From an optimization exercise on the open Yosys and OpenROAD flow, aimed at small area; shortcuts taken in it are not production practice. Function was checked by simulation only, so behaviour that the tests miss may differ from the original. No activity file was given, so power comes from the tool's default toggle rates.

## design/flow/design.v

```verilog
module Snake404
(
input [1:0] KEY ,  
input clockInp,  
input reset,  
output [47:0] HEX,  
output [9:0] LED  
);
function [2:0] jinc; input [2:0] j; jinc = {j[1], j[0], ~j[2]}; endfunction
function [2:0] jdec; input [2:0] j; jdec = {~j[0], j[2], j[1]}; endfunction
function [5:0] step_pos;
    input [5:0] p;
    input [2:0] c;
    reg [2:0] s;
    reg [1:0] dd;  
    begin
        s = 3'd0; dd = 2'd0;
        case ({p[2:0], c})
            6'o00: begin s = 0; dd = 1; end
            6'o01: begin s = 0; dd = 1; end
            6'o02: begin s = 0; dd = 2; end
            6'o03: begin s = 0; dd = 2; end
            6'o04: s = 4;
            6'o05: s = 5;
            6'o06: s = 1;
            6'o07: s = 2;
            6'o10: s = 3;
            6'o11: s = 0;
            6'o12: begin s = 3; dd = 2; end
            6'o13: begin s = 0; dd = 2; end
            6'o14, 6'o15, 6'o16, 6'o17: s = 2;
            6'o20: s = 6;
            6'o21: s = 3;
            6'o22: begin s = 6; dd = 2; end
            6'o23: begin s = 3; dd = 2; end
            6'o24, 6'o25, 6'o26, 6'o27: s = 1;
            6'o30: begin s = 3; dd = 1; end
            6'o31: begin s = 3; dd = 1; end
            6'o32: begin s = 3; dd = 2; end
            6'o33: begin s = 3; dd = 2; end
            6'o34: s = 5;
            6'o35: s = 4;
            6'o36: s = 2;
            6'o37: s = 1;
            6'o40: begin s = 3; dd = 1; end
            6'o41: begin s = 0; dd = 1; end
            6'o42: s = 3;
            6'o43: s = 0;
            6'o44, 6'o45, 6'o46, 6'o47: s = 5;
            6'o50: begin s = 6; dd = 1; end
            6'o51: begin s = 3; dd = 1; end
            6'o52: s = 6;
            6'o53: s = 3;
            6'o54, 6'o55, 6'o56, 6'o57: s = 4;
            6'o60: begin s = 6; dd = 1; end
            6'o61: begin s = 6; dd = 1; end
            6'o62: begin s = 6; dd = 2; end
            6'o63: begin s = 6; dd = 2; end
            6'o64: s = 4;
            6'o65: s = 5;
            6'o66: s = 1;
            6'o67: s = 2;
            default: ;
        endcase
        step_pos[2:0] = s;
        step_pos[5:3] = (dd == 2'd1) ? jinc(p[5:3]) : (dd == 2'd2) ? jdec(p[5:3]) : p[5:3];
    end
endfunction
function [2:0] cand_code;
    input [2:0] cp;
    input [2:0] k;
    begin
        if (cp == 3'd0 || cp == 3'd3 || cp == 3'd6)
            cand_code = k[2] ? {1'b0, k[0], 1'b0} : {1'b1, k[1:0]};
        else
            cand_code = (k == 3'd0) ? 3'b100 : {1'b0, 2'(k - 3'd1)};
    end
endfunction
localparam [47:0] MSG_COOL = 48'b111111111000111010001000100010001000111111111111;
localparam [47:0] MSG_LOSE = 48'b100010011111111110001111100010001010001010000110;
reg [47:0] hq;       
reg [4:0] cnt;       
reg mclk;            
reg [3:0] lvl;       
reg ledu;            
reg [4:0] c5;        
reg eg;              
reg pressed, applied;
reg [2:0] dhv;       
reg [5:0] apple;
reg [5:0] headpos;
reg [5:0] tail;
reg [4:0] H;         
reg [4:0] T;         
reg [4:0] ph;        
reg [2:0] pend;      
reg [2:0] ring [0:29];
reg adv;             
reg [1:0] wst;       
reg [5:0] wpos;
reg [5:0] tf;        
reg [3:0] sf;        
integer i;
genvar g;
generate for (g = 0; g < 48; g = g + 1) begin : gh
    if (g % 8 == 7) begin : dot
        assign HEX[g] = 1'b1;
    end
    else begin : seg
        assign HEX[g] = hq[g];
    end
end endgenerate
wire [3:0] nled = lvl + {3'b0, ledu};
generate for (g = 0; g < 10; g = g + 1) begin : gl
    assign LED[g] = (nled > g);
end endgenerate
wire ph_h = (ph == H);
wire ph_t = (ph == T);
wire [2:0] code = ph_h ? pend : ring[29];
wire idle = (wst == 2'd0);
wire w_start = (wst == 2'd1) && ph_t;
wire [5:0] sx = idle ? headpos : (w_start ? tail : wpos);
wire [2:0] sc = idle ? dhv : code;
wire [5:0] sy = step_pos(sx, sc);
wire [5:0] np = sy;
wire [5:0] cin = w_start ? 6'd0 : sy;
wire wrapT = (T > H) && (T <= 5'd28);
reg [5:0] match;
always @* begin
    for (i = 0; i < 6; i = i + 1)
        match[i] = (cin == step_pos(headpos, cand_code(headpos[2:0], i[2:0])));
end
wire wrap = cnt[4] & cnt[1] & cnt[0];    
wire stp = wrap && mclk;
wire mv = !eg && c5[2];                   
wire egend = c5[4] & c5[2];               
wire typeA = (headpos[2:0] == 3'd0) || (headpos[2:0] == 3'd3) || (headpos[2:0] == 3'd6);
reg [2:0] nslot;
reg [1:0] rslot, lslot;
always @* begin
    if (typeA) begin
        nslot = dhv[2] ? {1'b0, dhv[1:0]} : {2'b10, dhv[1]};
        if (!dhv[2]) begin
            rslot = {dhv[1], 1'b0};
            lslot = {dhv[1], 1'b1};
        end
        else begin
            rslot = {1'b0, dhv[0]};
            lslot = {1'b1, dhv[0]};
        end
    end
    else begin
        nslot = dhv[2] ? 3'd0 : {1'b0, dhv[1:0]} + 3'd1;
        rslot = 2'd0;
        lslot = 2'd0;
    end
end
wire crash = tf[nslot] || (sf[rslot] && sf[lslot]);
wire eat = (apple == np);
wire [4:0] T4 = (T >= 5'd26) ? T - 5'd26 : T + 5'd4;
wire win = eat && (H == T4) && !(lvl[3] && lvl[1]);
wire [4:0] Hn = (H == 5'd29) ? 5'd0 : H + 5'd1;
wire [4:0] Tn = (T == 5'd29) ? 5'd0 : T + 5'd1;
wire [5:0] apple_n = (apple[2:0] == 3'd0) ? {~apple[5:3], 3'd6}
                                         : {~jinc(apple[5:3]), apple[2:0] - 3'd1};
wire [3:0] lvl_n = (stp && mv) ? (crash ? 4'd0 : (win ? lvl + 4'd1 : lvl)) : lvl;
function [5:0] dig1h; input [2:0] j;
    dig1h = {j[2] & ~j[1], j[1] & ~j[0], j[2] & j[0], j[1] & ~j[2], ~j[1] & j[0], ~j[2] & ~j[0]};
endfunction
wire [5:0] dA = dig1h(apple[5:3]), dT = dig1h(tail[5:3]), dN = dig1h(np[5:3]);
wire [7:0] sA = 8'd1 << apple[2:0], sT = 8'd1 << tail[2:0], sN = 8'd1 << np[2:0];
reg [47:0] hx;
always @* begin
    for (i = 0; i < 48; i = i + 1) begin
        hx[i] = hq[i];
        if (mv) begin
            if (dT[i/8] && sT[i%8]) hx[i] = 1'b1;
            if (crash) hx[i] = MSG_LOSE[i];
            else begin
                if (dN[i/8] && sN[i%8]) hx[i] = 1'b0;
                if (win) hx[i] = MSG_COOL[i];
            end
        end
        if (dA[i/8] && sA[i%8]) hx[i] = ~hq[i];
    end
end
always @(posedge clockInp) begin
    for (i = 1; i < 30; i = i + 1) ring[i] <= ring[i-1];
    ring[0] <= code;
    ph <= (ph == 5'd29) ? 5'd0 : ph + 5'd1;
    if (reset) begin
        hq <= 48'hFFFFFFFFFFFF;
        cnt <= 0;
        mclk <= 0;
        lvl <= 0;
        ledu <= 0;
        c5 <= 0;
        eg <= 0;
        pressed <= 0;
        applied <= 0;
        dhv <= 0;
        apple <= 0;
        headpos <= 0;
        tail <= 0;
        H <= 0;
        T <= 0;
        adv <= 0;
        wst <= 2'd1;
    end
    else begin
        begin : btn
            reg a1, p1;
            a1 = wrap ? 1'b0 : applied;
            p1 = (KEY == 2'b11) ? 1'b0 : pressed;
            if (!KEY[0] && !p1 && !a1) begin
                p1 = 1; a1 = 1;
                if (!dhv[2]) dhv <= {1'b1, dhv[1], ~dhv[1]};
                else dhv <= {1'b0, dhv[0], dhv[0]};
            end
            else if (!KEY[1] && !p1 && !a1) begin
                p1 = 1; a1 = 1;
                if (!dhv[2]) dhv <= {1'b1, dhv[1], dhv[1]};
                else dhv <= {1'b0, ~dhv[0], dhv[0]};
            end
            pressed <= p1;
            applied <= a1;
        end
        case (wst)
            2'd1: if (ph_t) begin
                tf <= match & {6{wrapT}};
                sf <= 4'd0;
                if (adv) begin
                    tail <= sy;
                    wpos <= sy;
                end
                else wpos <= tail;
                adv <= 0;
                wst <= ph_h ? 2'd0 : 2'd2;
            end
            2'd2: begin
                wpos <= sy;
                tf <= tf | match;
                wst <= ph_h ? 2'd0 : 2'd3;
            end
            2'd3: begin
                wpos <= sy;
                tf <= tf | match;
                sf <= sf | match[3:0];
                wst <= ph_h ? 2'd0 : 2'd3;
            end
            default: ;
        endcase
        cnt <= wrap ? {1'b0, lvl_n} : cnt + 5'd1;
        if (wrap) mclk <= ~mclk;
        if (stp) begin
            c5 <= (mv || egend) ? 5'd0 : c5 + 5'd1;
            if (eg) begin
                if (egend) begin
                    hq <= 48'hFFFFFFFFFFFF;
                    eg <= 0;
                end
            end
            else begin
                ledu <= 1;
                hq <= hx;
                if (mv) begin
                    wst <= 2'd1;
                    if (crash) begin
                        eg <= 1;
                        apple <= 0;
                        lvl <= 0;
                        ledu <= 0;
                        headpos <= 0;
                        tail <= 0;
                        T <= H;
                        adv <= 0;
                    end
                    else begin
                        H <= Hn;
                        headpos <= np;
                        pend <= dhv;
                        if (eat) apple <= apple_n;
                        if (win) begin
                            lvl <= lvl + 4'd1;
                            ledu <= 0;
                            eg <= 1;
                            T <= Hn;
                            tail <= np;
                            adv <= 0;
                        end
                        else if (eat) adv <= 0;
                        else begin
                            T <= Tn;
                            adv <= 1;
                        end
                    end
                end
            end
        end
    end
end
endmodule
```

## design/flow/run.sh

```bash
#!/bin/bash
# synth_recipe.tcl (not shown) runs the flow's synth.tcl, then flattens the netlist and writes it again
# the make line also repeats each setting of config.mk as NAME=value (left out here)
make -C /OpenROAD-flow-scripts/flow DESIGN_CONFIG=/design/flow/config.mk WORK_HOME=/design/flow/orfs CLKGATE_MAP_FILE= SYNTH_SCRIPT=/design/flow/synth_recipe.tcl finish
```

## design/flow/config.mk

```make
export PLATFORM = sky130hd
export DESIGN_NAME = Snake404
export DESIGN_NICKNAME = Snake404
export VERILOG_FILES = /design/flow/design.v
export SDC_FILE = /design/flow/constraint.sdc
export NUM_CORES = 8
export LEC_CHECK = 0
export CAP_MARGIN = 40
export CORE_MARGIN = 2
export CORE_UTILIZATION = 25
export SLEW_MARGIN = 40
```

## design/flow/constraint.sdc

```tcl
create_clock -name core_clock -period 100.0 [get_ports {clockInp}]
set_input_delay 20.0000 -clock core_clock [delete_from_list [all_inputs] [get_ports {clockInp}]]
set_output_delay 20.0000 -clock core_clock [all_outputs]
set_load 0.01 [all_outputs]
```

==> impl_metrics.toml <==
[run_status]
run_status = "complete, no violations"

[place]
detailedPlace.worstSlack_ps = 77950
numPortBuffers = 55
dp.final_hpwl_um = 25900
routabilityCongestion = 0.931

[setup_path]
critPathRequiredTime_ps = 80000
crit_path_end_kind = "output pin"
critPathKind = "reg -> out"
critPathMaxFanout = 5
timing.critical_path.slowest_stage_cell = "sky130_fd_sc_hd__clkdlybuf4s50_1"
timing.critical_path.slowest_cell_delay_ps = 470
worstSetupStartpointType = "register"
critPathArrivalTime_ps = 2600
cp_cell_sequence = "ha_1 -> nand3_1 -> xor2_1 -> inv_1 -> or2_2 -> a21o_1 -> clkdlybuf4s50_1"

[clock_network]
worst_setup_hold_path_clk_slew_ps = 60
post_cts_resized = 0
htree_levels = 1
clock_tree_from_tritoncts = "built"
post-cts-setup-buffer-count = 0
cts.sinks = 212
clock_path_buffers = 3
clock_latency_ps = 540
clock-root-buffer = "sky130_fd_sc_hd__clkbuf_16"
cts_inserted_buffers = 23
cts_hold_buffers = 0

[finish]
drive_above_1_share_pct = 8.80
layout.cells.most_common = "sky130_fd_sc_hd__dfxtp_1"
synthToLayoutAreaGrowth_pct = 14.5
fin_nets = 1517
num_antenna_cells = 0
final_core_utilization_pct = 28.8
layout.cells.most_common_list = "sky130_fd_sc_hd__dfxtp_1, sky130_fd_sc_hd__nor2_1, sky130_fd_sc_hd__nand2_1"

[synth]
synth_seq_area_share_pct = 36.3
synthCells = 1478
synth-warning-count = 2
synth_enable_flop_cells = 19
synth_async_sr_flop_share_pct = 0
yosys.cell_types.count = 85
dominantRegCellSynth = "sky130_fd_sc_hd__dfxtp_1"
mean_syn_cell_area_um2 = 8.27
syn-cell-area_mm2 = 0.0122
synth_seq_cells = 212

[route]
total_number_of_vias = 11280
dr.first_iter.drc_count = 1202
first_pass_iters = 8
vias_per_cell = 5.34
remaining_drc_errors = 0
antenna_violating_nets_post_route = 0
drt_wl_total_um = 37300
routed_wire_length_per_instance_um = 17.7

[timing]
setup_tns_ps = 0
setup_ws_ps = 77400
relSlewSlack_pct = 42.9
timing.final.crit_period_ps = 22600
timing_worst_slew_pin_value_ps = 850
timing.clock.skew_ps = 31.4
final.period_utilization_pct = 22.6
fmax_mhz = 44.2
final.hold.worst_slack_ps = 320
setup_viol_count_final = 0
timing_max_transition_violations_final = 0
unrepaired_setup_endpoints_after_global_routing = "no"
finalHoldViolCount = 0

[pwr]
pwr-share-seq_pct = 45.9
standby_leakage_power_uw = 0.00490
power_density_mw_per_mm2 = 13.5
power.share.switching_pct = 26.6
clock_network_power_share_pct = 43.6
peakVddDrop_v = 0.00000994
power_switching_uw = 50.3
combinational_power_share_pct = 10.6
cell_internal_pwr_uw = 139

[grt]
grt_max_degree = 52
first_global_vias = 10553
grt_use_total_pct = 14.4
global_route_wire_length_before_repair_um = 58900
grt_antenna_before_repair = 0
overflow = 0

[hold_path]
hp-class = "reg -> reg"

[die]
core_area_mm2 = 0.0486
chipWidth_um = 225
dieArea_mm2 = 0.0507
row_count = 81
floorplan.die.height_um = 225
initial_utilization_pct = 25.1
io_pins = 62

[run]
drv_cap = 0
layer usage:
metal | GRT usage, % | part of all wire, % | routed length, µm
met5 | 0 | 0 | 0
met2 | 23.4 | 45 | 16900
met1 | 19.3 | 44 | 16500
met3 | 2.10 | 6.4 | 2380
met4 | 5.92 | 4.1 | 1530
through the flow:
stage | power [µW] | area (µm²) | instances
after floorplan | 103 | 12200 | 1483
after global placement | 108 | 13200 | 2070
after detailed placement | 108 | 13300 | 2070
after CTS | 191 | 14000 | 2111
after global routing | 196 | 14000 | 2111
final | 189 | 14000 | 2111
power by group through the flow:
stage / logic [µW] / clock network (µW) / registers [µW]
after floorplan: 14.4 / 0 / 88.6
after global placement: 19.0 / 0 / 88.7
after detailed placement: 19.5 / 0 / 88.7
after CTS: 19.6 / 84.5 / 86.8
after global routing: 21.5 / 87.7 / 86.9
final: 20.0 / 82.4 / 86.8
kinds of logic after synthesis:
family	Yosys count	share of synthesized area, %
AO/OA/AOI/OAI	439	24.4
AND/OR/NAND/NOR	514	20.2
XOR/XNOR	61	4.37
other	1	0.0307
buffers and inverters	145	5.18
adder cells (fa/ha/maj)	40	4.09
flip-flops	212	36.3
multiplexers	66	5.51
critical path, delay by kind of cell, from the launching register on:
kind / cells / cell delay, ps
xor+xnor: 1 / 270
simple gates: 2 / 440
fa+ha+maj: 1 / 200
buf+inv: 2 / 610
compound gates: 1 / 160
flops: 1 / 390
path summary, 6_finish.rpt:
check | to | from | slack, ps | depth (start not counted)
worst max-delay path | LED[2] | lvl[0]$_SDFFE_PP0P_ | 77400 | 7
worst min-delay path | ring[11][0]$_DFF_P_ | ring[10][0]$_DFF_P_ | 320 | 0
worst max register to register | register | headpos[0]$_SDFFE_PP0P_ | 95000 | 15
worst min register to register | ring[11][0]$_DFF_P_ | ring[10][0]$_DFF_P_ | 320 | 0
sequential cells by signal, indices dropped and copies added (netlist names), 6 cells and up, named ones only:
signal	count
tf	6
wpos	6
hq	42
tail	6
headpos	6
ring	90
apple	6
cells in the mapped netlist, types with 8 or more instances:
cell,n,area share (%)
sky130_fd_sc_hd__or2_2,13,0.67
sky130_fd_sc_hd__xor2_1,18,1.3
sky130_fd_sc_hd__dfxtp_1,193,32
sky130_fd_sc_hd__and2_1,12,0.61
sky130_fd_sc_hd__a21o_1,10,0.61
sky130_fd_sc_hd__buf_1,8,0.25
sky130_fd_sc_hd__a211oi_1,16,0.98
sky130_fd_sc_hd__buf_2,14,0.57
sky130_fd_sc_hd__nand4_1,15,0.77
sky130_fd_sc_hd__clkbuf_1,71,2.2
sky130_fd_sc_hd__o211ai_1,10,0.61
sky130_fd_sc_hd__a221oi_1,14,1.0
sky130_fd_sc_hd__edfxtp_1,19,4.7
sky130_fd_sc_hd__nand2_1,139,4.3
sky130_fd_sc_hd__a31oi_1,41,2.1
sky130_fd_sc_hd__a21boi_0,9,0.55
sky130_fd_sc_hd__a21oi_1,121,5.0
sky130_fd_sc_hd__nand3_1,65,2.7
sky130_fd_sc_hd__or3_1,8,0.41
sky130_fd_sc_hd__o21ai_0,101,4.1
sky130_fd_sc_hd__nor2b_1,19,0.97
sky130_fd_sc_hd__nor2_1,150,4.6
sky130_fd_sc_hd__a22oi_1,11,0.68
sky130_fd_sc_hd__nor3_1,29,1.2
sky130_fd_sc_hd__ha_1,40,4.1
sky130_fd_sc_hd__xnor2_1,43,3.1
sky130_fd_sc_hd__inv_1,39,1.2
sky130_fd_sc_hd__o21a_1,10,0.61
sky130_fd_sc_hd__a221oi_2,24,2.9
sky130_fd_sc_hd__and3_1,18,0.92
sky130_fd_sc_hd__mux2i_1,59,4.8
final cells by class:
| class | count | area, µm² |
|---|---|---|
| well taps | 622 | 778 |
| flip-flops and latches | 212 | 4440 |
| clock inverters | 8 | 60.1 |
| fillers | 5202 | 34600 |
| repair buffers | 71 | 668 |
| clock buffers | 33 | 664 |
| inverters | 39 | 146 |
| multi-input cells | 1126 | 7250 |

what the ideal ports hide:
No port has a modelled driver above. Below, the same layout with a new extraction and two added sets of constraints.
Step 1: set_driving_cell puts a clkbuf_16 on clockInp and a buf_2 on each other input, an assumption about the parent block.
Step 2 times the ports against the registers' clock, not the clock port: input delays grow and output delays shrink by t, the midpoint of the rising clock arrivals with the driver on.
Slacks: ideal / step 1 / step 2; pairs: ideal / step 1.
t (ns): 0.578
setup slack, ns: 77.401 / 77.349 / 77.927
hold slack, ns: 0.320 / 0.320 / 0.320
worst slew at a driven data input, ns: 0.06
cell pins on the clock port's net: 1
After both steps this run still meets setup and hold. For this run, drivers alone change the setup slack by -0.052 ns; drivers and shift together by +0.526 ns.
